What follows belongs to an exercise in optimizing a design on an open flow for small area and a short achievable clock period; a production flow would make more cautious choices.
The RTL was checked by simulation tests, not by an equivalence proof against the original design.

==> flow/design.v (outline; a module is shown in full before it is edited, if it fits) <==
// module Float8Mac16_3stage: 1248 lines
module Float8Mac16_3stage #(
    parameter int unsigned N_WAY  = 16,
    parameter int unsigned PADBIT = 10
)(
    input  logic               clk,
    input  logic               rst_n,
    input  logic [8*N_WAY-1:0] din_X,
    input  logic [8*N_WAY-1:0] din_W,
    input  logic               din_valid,
    output logic [15:0]        dout,
    output logic               dout_valid
);
  // ...
==> flow/flow/run.sh <==
#!/bin/bash
# The standard layout, with the port buffers made of sky130_fd_sc_hd__buf_2
# instead of the cell buffer_ports picks by default (clkdlybuf4s50_1, a delay cell).
set -euo pipefail
echo 'export BUFFER_PORTS_ARGS = -buffer_cell sky130_fd_sc_hd__buf_2' >> config.mk
bash standard.sh > flow.log 2>&1
==> flow/standard.sh <==
#!/bin/bash
# synth_recipe.tcl (not shown) runs the flow's synth.tcl, then flattens the netlist and writes it again
# the make line also repeats each setting of config.mk as NAME=value (left out here)
make -C /OpenROAD-flow-scripts/flow DESIGN_CONFIG=/design/flow/config.mk WORK_HOME=/design/flow/orfs CLKGATE_MAP_FILE= SYNTH_SCRIPT=/design/flow/synth_recipe.tcl "${@:-finish}"
==> flow/config.mk <==
export PLATFORM = sky130hd
export DESIGN_NAME = Float8Mac16_3stage
export DESIGN_NICKNAME = Float8Mac16_3stage
export VERILOG_FILES = /design/flow/design.v
export SDC_FILE = /design/flow/constraint.sdc
export NUM_CORES = 4
export LEC_CHECK = 0
export ABC_AREA = 1
export CAP_MARGIN = 20
export CORE_MARGIN = 2
export CORE_UTILIZATION = 40
export CTS_BUF_LIST = sky130_fd_sc_hd__clkbuf_16
export CTS_CLUSTER_DIAMETER = 120
export CTS_CLUSTER_SIZE = 32
export PLACE_DENSITY = 0.6
export SLEW_MARGIN = 20
export BUFFER_PORTS_ARGS = -buffer_cell sky130_fd_sc_hd__buf_2
==> flow/constraint.sdc <==
create_clock -name core_clock -period 44.0 [get_ports {clk}]
set_input_delay 8.8000 -clock core_clock [delete_from_list [all_inputs] [get_ports {clk}]]
set_output_delay 8.8000 -clock core_clock [all_outputs]
set_load 0.01 [all_outputs]
==> flow_metrics.env, run 1 <==
export IMPL_cts_root_buffer="clkbuf_16"
export IMPL_cp_buffers_inverters=1
export IMPL_synthXorXnorAreaFrac=0.0835
export IMPL_drt_iter0_drc=3223
export IMPL_hold_path_depth=0
export IMPL_highest_layer="met4"
export IMPL_status="timing/DRC/antenna clean"
export IMPL_post_dp_hpwl_um=131000
export IMPL_fin_area_sq_mm=0.0533
export IMPL_drc_errors=0
export IMPL_worst_pin_slew_ps=1020
export IMPL_largest_reg_flops=128
export IMPL_seq_area_frac_synth=0.219
export IMPL_ios=276
export IMPL_synth_top_family_by_area="adder cells"
export IMPL_clockBufferDepth=3
export IMPL_start_util=0.404
export IMPL_numPortBuffers=275
export IMPL_clkCellAreaFrac=0.0178
export IMPL_cts_tree="built"
export IMPL_inverters=1239
export IMPL_yosysWarnings=10
export IMPL_critPathCaptureType="output port"
export IMPL_endpoint="dout_valid"
export IMPL_required_ps=35200
export IMPL_antenna_left=0
export IMPL_grt_pass1_vias=40700
export IMPL_dpl_instance_area_sq_mm=0.0523
export IMPL_synth_most_common_cell="nand2_1"
==> run 2: changes to the inputs <==
--- a/flow/design.v
+++ b/flow/design.v
@@ -65,62 +65,62 @@
             wire s32 = s23 ^ pp3[2] ^ c31,    c32 = (s23 & pp3[2]) | (c31 & (s23 ^ pp3[2]));
             wire s33 = c23 ^ pp3[3] ^ c32,    c33 = (c23 & pp3[3]) | (c32 & (c23 ^ pp3[3]));
             assign pa[K] = {c33, s33, s32, s31, s30, s20, s10, pp0[0]};
             wire [1:0] lx = hx ? 2'd3 : fx[2] ? 2'd2 : fx[1] ? 2'd1 : 2'd0;
             wire [1:0] lw = hw ? 2'd3 : fw[2] ? 2'd2 : fw[1] ? 2'd1 : 2'd0;
             wire [2:0] l  = {1'b0, lx} + {1'b0, lw};
             wire       nz = (hx | (|fx)) & (hw | (|fw));
             assign ga[K] = nz ? ({1'b0, ea[K]} + {3'b0, l}) : 6'd0;
-            assign ca[K] = pa[K][l + 3'd1];
+            assign ca[K] = |(pa[K][7:1] & {1'b1, l <= 3'd5, l <= 3'd4, l <= 3'd3, l <= 3'd2, l <= 3'd1, l == 3'd0});
         end
     endgenerate
     logic [5:0] mq;
     logic       minc;
     always_comb begin
         logic [N_WAY-1:0] cand;
         cand = '1;
         for (int b = 5; b >= 0; b = b - 1) begin
             mq[b] = 1'b0;
             for (int k = 0; k < N_WAY; k = k + 1) mq[b] = mq[b] | (cand[k] & ga[k][b]);
             for (int k = 0; k < N_WAY; k = k + 1) cand[k] = cand[k] & (ga[k][b] | ~mq[b]);
         end
         minc = |(cand & ca);
     end
-    logic [5:0] mx;
-    assign mx = mq + {5'd0, minc};
     logic [6:0] cma;
-    assign cma = 7'd24 - {1'b0, mx};
+    assign cma = 7'd23 - {1'b0, mq};
     logic [4:0] na, na_m;
     always_comb begin
         na = 5'd0;
         for (int k = 0; k < N_WAY; k = k + 1) na = na + {4'd0, sa[k]};
         na_m = -na;
     end
     logic [7:0] pb [N_WAY-1:0];
     logic [4:0] eb [N_WAY-1:0];
     logic [4:0] nneg, nneg_m;
     logic [6:0] cm;
+    logic       mi;
     logic [N_WAY-1:0] sb;
     logic [5:0] mb;
     always_ff @(posedge clk) begin
         for (int i = 0; i < N_WAY; i = i + 1) begin
             pb[i] <= pa[i];
             eb[i] <= ea[i];
         end
         sb <= sa;
-        mb <= mx;
+        mb <= mq;
+        mi <= minc;
         cm <= cma;
         nneg   <= na;
         nneg_m <= na_m;
     end
     logic [17:0] r [N_WAY-1:0];
     generate
         for (K = 0; K < N_WAY; K = K + 1) begin : gen_align
-            wire [6:0]  t  = {2'b0, eb[K]} + cm;
+            wire [6:0]  t  = {2'b0, eb[K]} + cm + {6'd0, ~mi};
             wire [7:0]  q  = t[6] ? 8'd0 : pb[K];
             wire [8:0]  s0 = t[0] ? {q, 1'b0}   : {1'b0, q};
             wire [10:0] s1 = t[1] ? {s0, 2'b0}  : {2'b0, s0};
             wire [14:0] s2 = t[2] ? {s1, 4'b0}  : {4'b0, s1};
             wire [22:0] s3 = t[3] ? {s2, 8'b0}  : {8'b0, s2};
             wire [38:0] s4 = t[4] ? {s3, 16'b0} : {16'b0, s3};
             assign r[K] = s4[24:7] ^ {18{sb[K]}};
         end
@@ -1219,17 +1219,17 @@
     assign tsc546 = (nneg_m[2] & tsc464) | (tsc504 & (nneg_m[2] ^ tsc464));
     wire [22:0] ua = {nneg_m[4], nneg_m[3], tss545, tss543, tss541, tss539, tss537, tss535, tss533, tss531, tss529, tss527, tss525, tss523, tss521, tss519, tss517, tss515, tss513, tss511, tss509, tss507, tss465};
     wire [22:0] va = {1'b0, tsc546, tsc544, tsc542, tsc540, tsc538, tsc536, tsc534, tsc532, tsc530, tsc528, tsc526, tsc524, tsc522, tsc520, tsc518, tsc516, tsc514, tsc512, tsc510, tsc508, tsc506, tss505};
     logic [22:0] uc, vc;
     logic [5:0]  mc;
     always_ff @(posedge clk) begin
         uc <= ua;
         vc <= va;
-        mc <= mb;
+        mc <= mb + {5'd0, mi};
     end
     logic [22:0] sum_c;
     logic        sgn;
     logic [21:0] mag, nrm;
     logic [4:0]  lead;
     logic [14:0] em;
     logic [15:0] res;
     always_comb begin
==> flow/config.mk (replaced) <==
export PLATFORM = sky130hd
export DESIGN_NAME = Float8Mac16_3stage
export DESIGN_NICKNAME = Float8Mac16_3stage
export VERILOG_FILES = /design/flow/design.v
export SDC_FILE = /design/flow/constraint.sdc
export NUM_CORES = 4
export LEC_CHECK = 0
export ABC_AREA = 1
export CAP_MARGIN = 20
export CORE_MARGIN = 2
export CORE_UTILIZATION = 60
export PLACE_DENSITY = 0.75
export SLEW_MARGIN = 20
export BUFFER_PORTS_ARGS = -buffer_cell sky130_fd_sc_hd__buf_2
==> run 2 against run 1 <==
Against the previous run: register-to-register slack better by 760 ps; via count up 1.9%; synthesized area shrank 1.0%; critical path type unchanged; count of clock-buffer cells in the layout increased by 60; largest cell class unchanged; first-iteration DRC count increased by 6.6%; global-route usage rose by 11 points.
==> flow_metrics.env, run 2 <==
export IMPL_final_common_cell="nand2_1"
export IMPL_grt_pass1_vias=41000
export IMPL_gp_congestion=1.09
export IMPL_timing_hold_ws_ps=328
export IMPL_cts_sinks=541
export IMPL_critPathKind="reg2out"
export IMPL_vias_per_cell=5.45
export IMPL_seq_area_frac_synth=0.222
export IMPL_reg_top3="pb x128, e1 x80, eb x80"
export IMPL_coreArea_sq_mm=0.0805
export IMPL_area_growth_pct=8.98
export IMPL_grt_first_pass_wirelength_um=222000
export IMPL_maxCapViolations=0
export IMPL_die_area_sq_mm=0.0838
export IMPL_cts_tree="built"
export IMPL_hold_viol=0
export IMPL_synth_flop_cell="dfxtp_1"
export IMPL_slew_headroom=0.236
export IMPL_fin_util=0.661
export IMPL_largest_reg_flops=128
export IMPL_diodes=0
export IMPL_worst_pin_slew_ps=1130
export IMPL_synthArstFlopShare=0.00739
export IMPL_ys_types=49
export IMPL_grt_busiest_layer="met2"
export IMPL_antenna_left=0
export IMPL_nets=7817
export IMPL_antenna_found_initial=3
export IMPL_postCtsSetupRepairBufs=0
export IMPL_critPathMaxFanout=1
export IMPL_required_ps=35200
export IMPL_drt_iter0_drc=3437
export IMPL_min_period_ps=9940
export IMPL_ys_ff_latch=541
export IMPL_start_util=0.607
export IMPL_rsz0062_at_grt="no"
export IMPL_grt_max_degree=36
export IMPL_cts_root_buffer="clkbuf_16"
export IMPL_tns_ps=0
export IMPL_chipHeight_um=289
export IMPL_finalCritPeriodShare=0.226
export IMPL_synth_top_area_frac=0.220
export IMPL_synth_enable_flop_cells=0
export IMPL_syn_avg_cell_area_sq_um=7.49
export IMPL_yosysWarnings=10
export IMPL_critPathCaptureType="output port"
export IMPL_clock_fmax_ghz=0.101
export IMPL_wl_per_cell_um=18.2
export IMPL_crit_chain="buf_2"
export IMPL_slew_viol_final=0
export IMPL_final_cell_mix="nand2_1 (1531), inv_1 (1227), dfxtp_1 (533), fa_1 (473), xor2_1 (406)"
export IMPL_drc_errors=0
export IMPL_ios=276
export IMPL_hp_class="reg2reg"
export IMPL_drt_pass1_iterations=6
export IMPL_insertion_delay_ps=670
export IMPL_syn_nets=7576
export IMPL_cts_hold_buf=0
export IMPL_cp_buffers_inverters=1
export IMPL_grtUsageMet2=0.549
export IMPL_dieWidth_um=289
export IMPL_post_dp_hpwl_um=121000
export IMPL_yosys_top_cells_count="nand2_1 (1531), inv_1 (1228), dfxtp_1 (537)"
export IMPL_cts_inserted_buffers=61
export IMPL_netlist_instances=6521
export IMPL_numPortBuffers=275
export IMPL_top_register="pb"
export IMPL_synth_area_leader_cell="dfxtp_1"
export IMPL_worst_clock_skew_ps=27.4
export IMPL_synth_most_common_cell="nand2_1"
export IMPL_dpl_instance_area_sq_mm=0.0512
export IMPL_grtUsageTotal=0.344
export IMPL_startpoint_type="register"
export IMPL_setup_violations=0
export IMPL_clockBufferDepth=3
export IMPL_ys_top_cells_by_area="dfxtp_1 (22%), fa_1 (19%), nand2_1 (12%)"
export IMPL_fin_area_sq_mm=0.0533
export IMPL_overflow=0
export IMPL_cpPeakStageDelay_ps=360
export IMPL_synthesis_area_sq_mm=0.0489
export IMPL_status="timing/DRC/antenna clean"
export IMPL_arrival_ps=1140
export IMPL_cp_top_family="flip-flops"
export IMPL_slowest_stage="dfrtp_1"
export IMPL_wl_um=144000
export IMPL_rows=104
export IMPL_met3_usage=0.0665
export IMPL_cts_resized=0
export IMPL_clkSlewWorstSetupHoldPaths_ps=70
export IMPL_grtUsageMet1=0.447
export IMPL_drive_above_1_share=0.0718
export IMPL_vias=42900
export IMPL_htree_num_levels=2
-- run 2: cell count changes after synthesis, moves of 23 or more --
cell / before / now
inv_1: 1167 / 1228
nand2_1: 1568 / 1531
ha_1: 355 / 323
clkbuf_1: 104 / 73
o21bai_1: 16 / 42
nand2_2: 38 / 14
a21oi_1: 229 / 206
nor3_1: 13 / 36
-- run 2: path summary, 6_finish.rpt --
kind                            startpoint          to  slack, ps  cells after the start
worst max-delay path                vld[3]  dout_valid      34060                      1
worst min-delay path             nneg_m[3]      uc[21]        330                      0
worst max register to register   fx1[9][1]          mi      35260                     51
worst min register to register   nneg_m[3]      uc[21]        330                      0
max in group asynchronous            rst_n      vld[0]      35950                      1
min in group asynchronous            rst_n      vld[2]       7930                      1
-- run 2: layout make-up --
class / instances / area, sq um
clock buffers: 87 / 1740
clock inverters: 27 / 328
fillers: 7023 / 27300
inverters: 1299 / 4880
multi-input cells: 4575 / 32700
flip-flops and latches: 541 / 10900
well taps: 1060 / 1330
repair buffers: 284 / 1440
-- run 2: layer usage --
metal | routed length, um | up-vias | share of wire
met2 | 64000 | 1763 | 0.45
met4 | 7900 | 4 | 0.055
met3 | 12900 | 404 | 0.090
met5 | 19 | - | 0.00013
li1 | - | 20800 | -
met1 | 58800 | 19900 | 0.41
-- run 2: through the flow --
| step | cells | setup slack (ps) |
|---|---|---|
| floorplan | 6521 | 34160 |
| detailed placement | 7759 | 33880 |
| global route | 7873 | 34020 |
| global placement | 7759 | 33900 |
| CTS | 7873 | 34030 |
| finish | 7873 | 34060 |
-- run 2: kinds of logic after synthesis --
kind of cell | count (synthesis) | share of synthesized area
AO/OA/AOI/OAI | 921 | 0.105
AND/OR/NAND/NOR | 2369 | 0.199
adder cells (fa/ha/maj) | 796 | 0.276
flip-flops | 541 | 0.222
buffers and inverters | 1405 | 0.109
multiplexers | 32 | 0.00655
XOR/XNOR | 457 | 0.0819
==> run 3: changes to the inputs <==
--- a/flow/config.mk
+++ b/flow/config.mk
@@ -10,4 +10,7 @@
 export CORE_MARGIN = 2
 export CORE_UTILIZATION = 60
+export CTS_BUF_LIST = sky130_fd_sc_hd__clkbuf_16
+export CTS_CLUSTER_DIAMETER = 120
+export CTS_CLUSTER_SIZE = 32
 export PLACE_DENSITY = 0.75
 export SLEW_MARGIN = 20
==> run 3 against run 2 <==
Against the previous run: design area decreased by 2.3%; still clean; largest cell class unchanged; synthesized cell count unchanged; sequential cell count unchanged; die area unchanged; count of clock-buffer cells in the layout decreased by 62; critical endpoint unchanged; worst setup slack got worse by 2.9 ps.
==> flow_metrics.env, run 3 <==
export IMPL_dieWidth_um=289
export IMPL_cts_sinks=541
export IMPL_worst_clock_skew_ps=28.8
export IMPL_cts_resized=0
export IMPL_tns_ps=0
export IMPL_finalCritPeriodShare=0.226
export IMPL_wl_per_cell_um=18.1
export IMPL_antenna_found_initial=4
export IMPL_chipHeight_um=289
export IMPL_hold_viol=0
export IMPL_reg_top3="pb x128, e1 x80, eb x80"
export IMPL_netlist_instances=6521
export IMPL_grtUsageMet2=0.544
export IMPL_synth_enable_flop_cells=0
export IMPL_yosysWarnings=10
export IMPL_rows=104
export IMPL_hp_class="reg2reg"
export IMPL_rrSetupSlack_ps=35250
export IMPL_drc_errors=0
export IMPL_r2r_end="mi"
export IMPL_min_to="uc[21]"
export IMPL_numPortBuffers=275
export IMPL_synth_area_leader_cell="dfxtp_1"
export IMPL_area_growth_pct=6.42
export IMPL_arrival_ps=1150
export IMPL_r2r_start="fx1[9][1]"
export IMPL_drive_above_1_share=0.0630
export IMPL_cp_top_family="flip-flops"
export IMPL_dpl_instance_area_sq_mm=0.0512
export IMPL_ios=276
export IMPL_critPathKind="reg2out"
export IMPL_vias_per_cell=5.45
export IMPL_die_area_sq_mm=0.0838
export IMPL_overflow=0
export IMPL_gp_congestion=1.09
export IMPL_cts_tree="built"
export IMPL_drt_pass1_iterations=6
export IMPL_clkSlewWorstSetupHoldPaths_ps=120
export IMPL_min_from="nneg_m[3]"
export IMPL_cts_root_buffer="clkbuf_16"
export IMPL_hold_path_depth=0
export IMPL_coreArea_sq_mm=0.0805
export IMPL_slew_headroom=0.217
export IMPL_met3_usage=0.0542
export IMPL_post_dp_hpwl_um=121000
export IMPL_wl_um=141000
export IMPL_ys_top_cells_by_area="dfxtp_1 (22%), fa_1 (19%), nand2_1 (12%)"
export IMPL_start_util=0.607
export IMPL_final_cell_mix="nand2_1 (1531), inv_1 (1228), dfxtp_1 (533), fa_1 (473), xor2_1 (406)"
export IMPL_reg2reg_depth=51
export IMPL_critPathCaptureType="output port"
export IMPL_fin_util=0.646
export IMPL_yosys_top_cells_count="nand2_1 (1531), inv_1 (1228), dfxtp_1 (537)"
export IMPL_regArea_sq_mm=0.0109
export IMPL_synth_most_common_cell="nand2_1"
export IMPL_drt_iter0_drc=3409
export IMPL_clock_fmax_ghz=0.101
export IMPL_grtUsageTotal=0.338
export IMPL_cts_hold_buf=0
export IMPL_fill_cells=7196
export IMPL_maxCapViolations=0
export IMPL_syn_avg_cell_area_sq_um=7.49
export IMPL_synth_flop_cell="dfxtp_1"
export IMPL_cts_inserted_buffers=24
export IMPL_postCtsSetupRepairBufs=0
export IMPL_ys_ff_latch=541
export IMPL_syn_nets=7576
export IMPL_grt_max_degree=36
export IMPL_grt_pass1_vias=40300
export IMPL_synth_top_area_frac=0.220
export IMPL_required_ps=35200
export IMPL_worst_pin_slew_ps=1170
export IMPL_largest_reg_flops=128
export IMPL_synthArstFlopShare=0.00739
export IMPL_setup_violations=0
export IMPL_fin_area_sq_mm=0.0520
export IMPL_grt_first_pass_wirelength_um=219000
export IMPL_nets=7780
export IMPL_htree_num_levels=1
export IMPL_slowest_stage="dfrtp_1"
export IMPL_rsz0062_at_grt="no"
export IMPL_crit_chain="buf_2"
export IMPL_cp_buffers_inverters=1
export IMPL_critPathMaxFanout=1
export IMPL_top_register="pb"
export IMPL_status="timing/DRC/antenna clean"
export IMPL_grtUsageMet1=0.450
export IMPL_final_common_cell="nand2_1"
export IMPL_seq_area_frac_synth=0.222
export IMPL_grt_busiest_layer="met2"
export IMPL_clockBufferDepth=3
export IMPL_startpoint_type="register"
export IMPL_multiInputGateArea_sq_mm=0.0327
export IMPL_slew_viol_final=0
export IMPL_ys_types=49
export IMPL_insertion_delay_ps=630
export IMPL_antenna_left=0
export IMPL_min_period_ps=9950
export IMPL_cpPeakStageDelay_ps=380
export IMPL_vias=42500
export IMPL_synthesis_area_sq_mm=0.0489
run 3: per-layer routing:
| layer | part of all wire | wire length (um) |
|---|---|---|
| met5 | 0.00033 | 46 |
| met4 | 0.055 | 7720 |
| met3 | 0.086 | 12100 |
| met2 | 0.44 | 62900 |
| met1 | 0.41 | 58600 |
run 3: worst max path at each step:
stage	endpoint	slack (ps)	cells past startpoint	start
final	dout_valid	34050	1	vld[3]
after floorplan	e1[0][2]	34160	7	din_X[4]
after detailed placement	e1[11][4]	33880	8	din_W[92]
after CTS	dout_valid	34020	1	vld[3]
after global routing	dout_valid	34020	1	vld[3]
after global placement	e1[11][4]	33900	8	din_W[94]
run 3: area by class of cell:
| cell class | count | share of cell area |
|---|---|---|
| Clock inverter | 11 | 0.00363 |
| Clock buffer | 25 | 0.0120 |
| Timing Repair Buffer | 284 | 0.0278 |
| Antenna cell | 1 | 0.0000481 |
| Sequential cell | 541 | 0.209 |
| Multi-Input combinational cell | 4575 | 0.629 |
| Inverter | 1299 | 0.0938 |
| Tap cell | 1060 | 0.0255 |
run 3: metrics by stage:
stage	std cells	hold slack (ps)	setup WS [ps]
final	7796	341	34050
after global routing	7795	350	34020
after CTS	7795	341	34020
after detailed placement	7759	314	33880
after global placement	7759	312	33900
after floorplan	6521	310	34160
run 3: cells by family (layout without fill, tap and decap cells):
family          count (synthesis)  after routing  synth area share
buf+inv                      1405           1619             0.109
compound gates                921            921             0.105
mux                            32             32           0.00655
flops                         541            541             0.222
simple gates                 2369           2369             0.199
xor+xnor                      457            457            0.0819
other cells                     0              1                 0
fa+ha+maj                     796            796             0.276
==> run 4: changes to the inputs <==
--- a/flow/config.mk
+++ b/flow/config.mk
@@ -11,6 +11,6 @@
 export CORE_UTILIZATION = 60
 export CTS_BUF_LIST = sky130_fd_sc_hd__clkbuf_16
-export CTS_CLUSTER_DIAMETER = 120
-export CTS_CLUSTER_SIZE = 32
+export CTS_CLUSTER_DIAMETER = 90
+export CTS_CLUSTER_SIZE = 22
 export PLACE_DENSITY = 0.75
 export SLEW_MARGIN = 20
==> run 4 against run 3 <==
Against the previous run: highest routed layer is now met4; non-clock buffer count unchanged; critical endpoint unchanged; via count up 0.55%; count of clock-buffer cells in the layout up 14; design area up 0.82%; global-route usage up 0.30 points.
==> flow_metrics.env, run 4 <==
export IMPL_timing_hold_ws_ps=331
export IMPL_dp_slack_ps=33880
export IMPL_cts_inserted_buffers=38
export IMPL_drc_errors=0
export IMPL_overflow=0
export IMPL_start_util=0.607
export IMPL_critPathKind="reg2out"
export IMPL_largest_reg_flops=128
export IMPL_hold_viol=0
export IMPL_synth_flop_cell="dfxtp_1"
export IMPL_min_period_ps=9900
export IMPL_clock_fmax_ghz=0.101
export IMPL_antenna_found_initial=0
export IMPL_drive_above_1_share=0.0657
export IMPL_finalCritPeriodShare=0.225
export IMPL_seq_area_frac_synth=0.222
export IMPL_synth_enable_flop_cells=0
export IMPL_timing_final_ws_setup_ps=34100
export IMPL_ys_types=49
export IMPL_dieWidth_um=289
export IMPL_vias_per_cell=5.47
export IMPL_rows=104
export IMPL_cts_root_buffer="clkbuf_16"
export IMPL_setup_violations=0
export IMPL_numPortBuffers=275
export IMPL_arrival_ps=1100
export IMPL_critPathMaxFanout=1
export IMPL_synth_area_leader_cell="dfxtp_1"
export IMPL_ys_ff_latch=541
export IMPL_startpoint_type="register"
export IMPL_final_cell_mix="nand2_1 (1531), inv_1 (1230), dfxtp_1 (533), fa_1 (473), xor2_1 (406)"
export IMPL_insertion_delay_ps=610
export IMPL_worst_clock_skew_ps=34.5
export IMPL_ys_top_cells_by_area="dfxtp_1 (22%), fa_1 (19%), nand2_1 (12%)"
export IMPL_chipHeight_um=289
export IMPL_syn_avg_cell_area_sq_um=7.49
export IMPL_drt_iter0_drc=3424
export IMPL_wl_per_cell_um=18.2
export IMPL_grt_pass1_vias=40500
export IMPL_fill_cells=7147
export IMPL_fin_area_sq_mm=0.0524
export IMPL_cts_resized=0
export IMPL_placed_cells=7759
export IMPL_wl_um=142000
export IMPL_critPathCaptureType="output port"
export IMPL_top_register="pb"
export IMPL_vias=42800
export IMPL_required_ps=35200
export IMPL_synth_top_area_frac=0.220
export IMPL_cts_hold_buf=0
export IMPL_slew_headroom=0.136
export IMPL_drt_pass1_iterations=6
export IMPL_cp_top_family="flip-flops"
export IMPL_area_growth_pct=7.29
export IMPL_reg_top3="pb x128, e1 x80, eb x80"
export IMPL_yosys_top_cells_count="nand2_1 (1531), inv_1 (1228), dfxtp_1 (537)"
export IMPL_slowest_stage="dfrtp_1"
export IMPL_yosysWarnings=10
export IMPL_final_common_cell="nand2_1"
export IMPL_grtUsageTotal=0.341
export IMPL_post_dp_hpwl_um=121000
export IMPL_crit_chain="buf_2"
export IMPL_htree_num_levels=2
export IMPL_worst_pin_slew_ps=1290
export IMPL_postCtsSetupRepairBufs=0
export IMPL_tns_ps=0
export IMPL_clockBufferDepth=3
export IMPL_maxCapViolations=0
export IMPL_coreArea_sq_mm=0.0805
export IMPL_cp_buffers_inverters=1
export IMPL_rsz0062_at_grt="no"
export IMPL_finalNonFillerCells=7820
export IMPL_cpPeakStageDelay_ps=370
export IMPL_nets=7794
export IMPL_synthArstFlopShare=0.00739
export IMPL_die_area_sq_mm=0.0838
export IMPL_status="timing/DRC/antenna clean"
export IMPL_synthesis_area_sq_mm=0.0489
export IMPL_slew_viol_final=0
export IMPL_synth_most_common_cell="nand2_1"
export IMPL_hp_class="reg2reg"
export IMPL_fin_util=0.651
export IMPL_gp_congestion=1.09
export IMPL_grt_first_pass_wirelength_um=220000
export IMPL_antenna_left=0
export IMPL_grt_max_degree=36
export IMPL_dpl_instance_area_sq_mm=0.0512
export IMPL_ios=276
export IMPL_clkSlewWorstSetupHoldPaths_ps=90
export IMPL_cts_sinks=541
export IMPL_netlist_instances=6521
export IMPL_syn_nets=7576
export IMPL_cts_tree="built"
run 4: cell counts after synthesis:
No cell type changed its count.
run 4: final cells by class:
type / instances / area, sq um / area share
Timing Repair Buffer: 284 / 1440 / 0.0275
Antenna cell: 1 / 2.50 / 0.0000477
Inverter: 1299 / 4880 / 0.0930
Multi-Input combinational cell: 4575 / 32700 / 0.623
Sequential cell: 541 / 10900 / 0.207
Clock buffer: 39 / 976 / 0.0186
Tap cell: 1060 / 1330 / 0.0253
Clock inverter: 21 / 263 / 0.00501
run 4: routing by layer:
layer  up-vias  global-route usage  share of wire
li1      20800                   -              -
met1     19900               0.449           0.41
met2      1730               0.547           0.45
met3       356              0.0606          0.088
met4         0               0.157          0.051
met5         -                   0              0
run 4: worst register-to-register path: cells and delay by family, from the launching register on:
family / cells / cell delay [ps]
AND/OR/NAND/NOR: 38 / 5650
adder cells (fa/ha/maj): 3 / 1060
buffers and inverters: 7 / 740
AO/OA/AOI/OAI: 3 / 710
flip-flops: 1 / 410
run 4: logic make-up after synthesis:
group	count (synthesis)	synth area share
AND/OR/NAND/NOR	2369	0.199
buffers and inverters	1405	0.109
AO/OA/AOI/OAI	921	0.105
adder cells (fa/ha/maj)	796	0.276
flip-flops	541	0.222
XOR/XNOR	457	0.0819
multiplexers	32	0.00655
run 4: path summary, 6_finish.rpt:
check | to | cells past startpoint | startpoint | slack (ps)
hold / removal | uc[21] | 0 | nneg_m[3] | 330
setup / recovery | dout_valid | 1 | vld[3] | 34100
hold reg to reg | uc[21] | 0 | nneg_m[3] | 330
max in group asynchronous | vld[3] | 1 | rst_n | 35910
setup reg to reg | mi | 51 | fx1[7][1] | 35300
min in group asynchronous | vld[2] | 1 | rst_n | 7980
==> run 5: changes to the inputs <==
--- a/flow/config.mk
+++ b/flow/config.mk
@@ -9,9 +9,9 @@
 export CAP_MARGIN = 20
 export CORE_MARGIN = 2
-export CORE_UTILIZATION = 60
+export CORE_UTILIZATION = 40
 export CTS_BUF_LIST = sky130_fd_sc_hd__clkbuf_16
-export CTS_CLUSTER_DIAMETER = 90
-export CTS_CLUSTER_SIZE = 22
-export PLACE_DENSITY = 0.75
+export CTS_CLUSTER_DIAMETER = 100
+export CTS_CLUSTER_SIZE = 24
+export PLACE_DENSITY = 0.6
 export SLEW_MARGIN = 20
 export BUFFER_PORTS_ARGS = -buffer_cell sky130_fd_sc_hd__buf_2
==> run 5 against run 4 <==
Against the previous run: first-iteration DRC count down 15%; non-clock buffer count rose by 1; via count decreased by 1.2%; wire length grew 9.0%; worst setup slack got worse by 45 ps; still clean; die area grew 49%.
==> flow_metrics.env, run 5 <==
export IMPL_status="timing/DRC/antenna clean"
export IMPL_worst_clock_skew_ps=38.9
export IMPL_diodes=0
export IMPL_coreArea_sq_mm=0.122
export IMPL_startpoint_type="register"
export IMPL_seq_area_frac_synth=0.222
export IMPL_nets=7794
export IMPL_ios=276
export IMPL_clkSlewWorstSetupHoldPaths_ps=90
export IMPL_tns_ps=0
export IMPL_chipHeight_um=354
export IMPL_finalCritPeriodShare=0.226
export IMPL_drt_pass1_iterations=6
export IMPL_critPathKind="reg2out"
export IMPL_arrival_ps=1150
export IMPL_multiInputGateArea_sq_mm=0.0327
export IMPL_slew_viol_final=0
export IMPL_cts_tree="built"
export IMPL_synth_enable_flop_cells=0
export IMPL_rows=128
export IMPL_final_common_cell="nand2_1"
export IMPL_synthesis_area_sq_mm=0.0489
export IMPL_muxShareOfSynthArea=0.00655
export IMPL_htree_num_levels=2
export IMPL_syn_avg_cell_area_sq_um=7.49
export IMPL_clockBufferDepth=3
export IMPL_cpPeakStageDelay_ps=370
export IMPL_slew_headroom=0.284
export IMPL_synthXorXnorAreaFrac=0.0819
export IMPL_worst_pin_slew_ps=1070
export IMPL_yosysWarnings=10
export IMPL_antenna_left=0
export IMPL_required_ps=35200
export IMPL_area_growth_pct=8.87
export IMPL_setup_violations=0
export IMPL_grt_first_pass_wirelength_um=237000
export IMPL_ys_types=49
export IMPL_reg_top3="pb x128, e1 x80, eb x80"
export IMPL_antenna_found_initial=4
export IMPL_insertion_delay_ps=640
export IMPL_drt_iter0_drc=2914
export IMPL_dieWidth_um=354
export IMPL_synth_area_leader_cell="dfxtp_1"
export IMPL_largest_reg_flops=128
export IMPL_gp_congestion=1.07
export IMPL_cts_root_buffer="clkbuf_16"
export IMPL_final_cell_mix="nand2_1 (1531), inv_1 (1230), dfxtp_1 (533), fa_1 (473), xor2_1 (406)"
export IMPL_vias=42200
export IMPL_synth_top_area_frac=0.220
export IMPL_overflow=0
export IMPL_regArea_sq_mm=0.0109
export IMPL_grt_pass1_vias=41200
export IMPL_wl_um=155000
export IMPL_ys_top_cells_by_area="dfxtp_1 (22%), fa_1 (19%), nand2_1 (12%)"
export IMPL_grt_max_degree=36
export IMPL_numPortBuffers=275
export IMPL_synthAdderAreaFrac=0.276
export IMPL_wl_per_cell_um=18.5
export IMPL_synthArstFlopShare=0.00739
export IMPL_drive_above_1_share=0.0667
export IMPL_maxCapViolations=0
export IMPL_synth_most_common_cell="nand2_1"
export IMPL_cts_hold_buf=0
export IMPL_cp_top_family="flip-flops"
export IMPL_postCtsSetupRepairBufs=0
export IMPL_cts_resized=0
export IMPL_start_util=0.402
export IMPL_synth_compound_area_frac=0.105
export IMPL_top_register="pb"
export IMPL_ys_ff_latch=541
export IMPL_critPathMaxFanout=1
export IMPL_critPathCaptureType="output port"
export IMPL_hp_class="reg2reg"
export IMPL_cp_buffers_inverters=1
export IMPL_min_period_ps=9950
export IMPL_fin_util=0.438
export IMPL_cts_inserted_buffers=37
export IMPL_yosys_area_share_simple=0.199
export IMPL_die_area_sq_mm=0.125
export IMPL_post_dp_hpwl_um=133000
export IMPL_synth_top_family_by_area="adder cells"
export IMPL_yosys_top_cells_count="nand2_1 (1531), inv_1 (1228), dfxtp_1 (537)"
export IMPL_drc_errors=0
export IMPL_netlist_instances=6521
export IMPL_cts_sinks=541
export IMPL_finalNonFillerCells=8388
export IMPL_slowest_stage="dfrtp_1"
export IMPL_synth_flop_cell="dfxtp_1"
export IMPL_vias_per_cell=5.03
export IMPL_placed_cells=8325
export IMPL_fill_cells=12400
export IMPL_crit_chain="buf_2"
export IMPL_clock_fmax_ghz=0.101
export IMPL_rsz0062_at_grt="no"
export IMPL_syn_nets=7576
export IMPL_timing_hold_ws_ps=337
export IMPL_grtUsageTotal=0.246
export IMPL_hold_viol=0
## run 5: cell count changes in the layout (fill, tap and decap cells not counted), sizes merged
cell / delta
clkinvlp: -1
inv: +4
buf: +1
diode: -1
## run 5: path summary, 6_finish.rpt
kind / startpoint / cells past startpoint / to / slack (ps)
max: vld[3] / 1 / dout_valid / 34050
min: nneg_m[3] / 0 / uc[21] / 340
max reg2reg: fx1[11][1] / 51 / mi / 34820
min reg2reg: nneg_m[3] / 0 / uc[21] / 340
max in group asynchronous: rst_n / 1 / vld[0] / 35950
min in group asynchronous: rst_n / 1 / vld[1] / 7940
## run 5: final cells by class
type | count | share of cell area
Inverter | 1299 | 0.0916
Sequential cell | 541 | 0.204
Clock inverter | 24 | 0.00602
Timing Repair Buffer | 285 | 0.0273
Clock buffer | 39 | 0.0183
Multi-Input combinational cell | 4575 | 0.614
Tap cell | 1625 | 0.0382
## run 5: cell families after synthesis
family          Yosys count
flops                   541
mux                      32
compound gates          921
buf+inv                1405
fa+ha+maj               796
xor+xnor                457
simple gates           2369
## run 5: metal layers
| metal | track usage | up-vias | wire length [um] |
|---|---|---|---|
| li1 | - | 20800 | - |
| met1 | 0.330 | 19900 | 68700 |
| met2 | 0.402 | 1295 | 70100 |
| met3 | 0.0310 | 267 | 9040 |
| met4 | 0.0991 | 6 | 7190 |
| met5 | 0 | - | 33 |
## run 5: metrics by stage
stage	setup WS (ps)	cell area [sq um]
final	34050	53200
after CTS	34000	53200
after floorplan	34160	48900
after detailed placement	33780	51900
after global routing	33980	53200
after global placement	33800	51900

## what the ideal ports hide
No port has a modelled driver above. Below, the same layouts with a new extraction and two added sets of constraints. Step 1 (the two cells are an assumption about what drives the block):
set clk [get_ports {clk}]
set_driving_cell -lib_cell sky130_fd_sc_hd__clkbuf_16 $clk
set_driving_cell -lib_cell sky130_fd_sc_hd__buf_2 [delete_from_list [all_inputs] $clk]
Step 2 times the ports against the registers' clock, not the clock port: input delays grow and output delays shrink by t, the midpoint of the rising clock arrivals with the driver on. Slacks: no drivers / after step 1 / after step 2; pairs: no drivers / after step 1.
run | t (ns) | setup slack, ns | worst slew at a driven data input, ns
run 1 | 0.724 | 34.056 / 33.977 / 33.856 | 0.06
run 2 | 0.725 | 34.056 / 33.985 / 33.875 | 0.05
run 3 | 0.689 | 34.054 / 33.986 / 33.881 | 0.05
run 4 | 0.665 | 34.099 / 34.027 / 33.866 | 0.06
run 5 | 0.695 | 34.054 / 33.984 / 33.769 | 0.08
After both steps setup and hold are still met in every run listed. The setup slack of run 5, which loses most, moves by -0.070 ns with the drivers and by -0.285 ns with both steps.
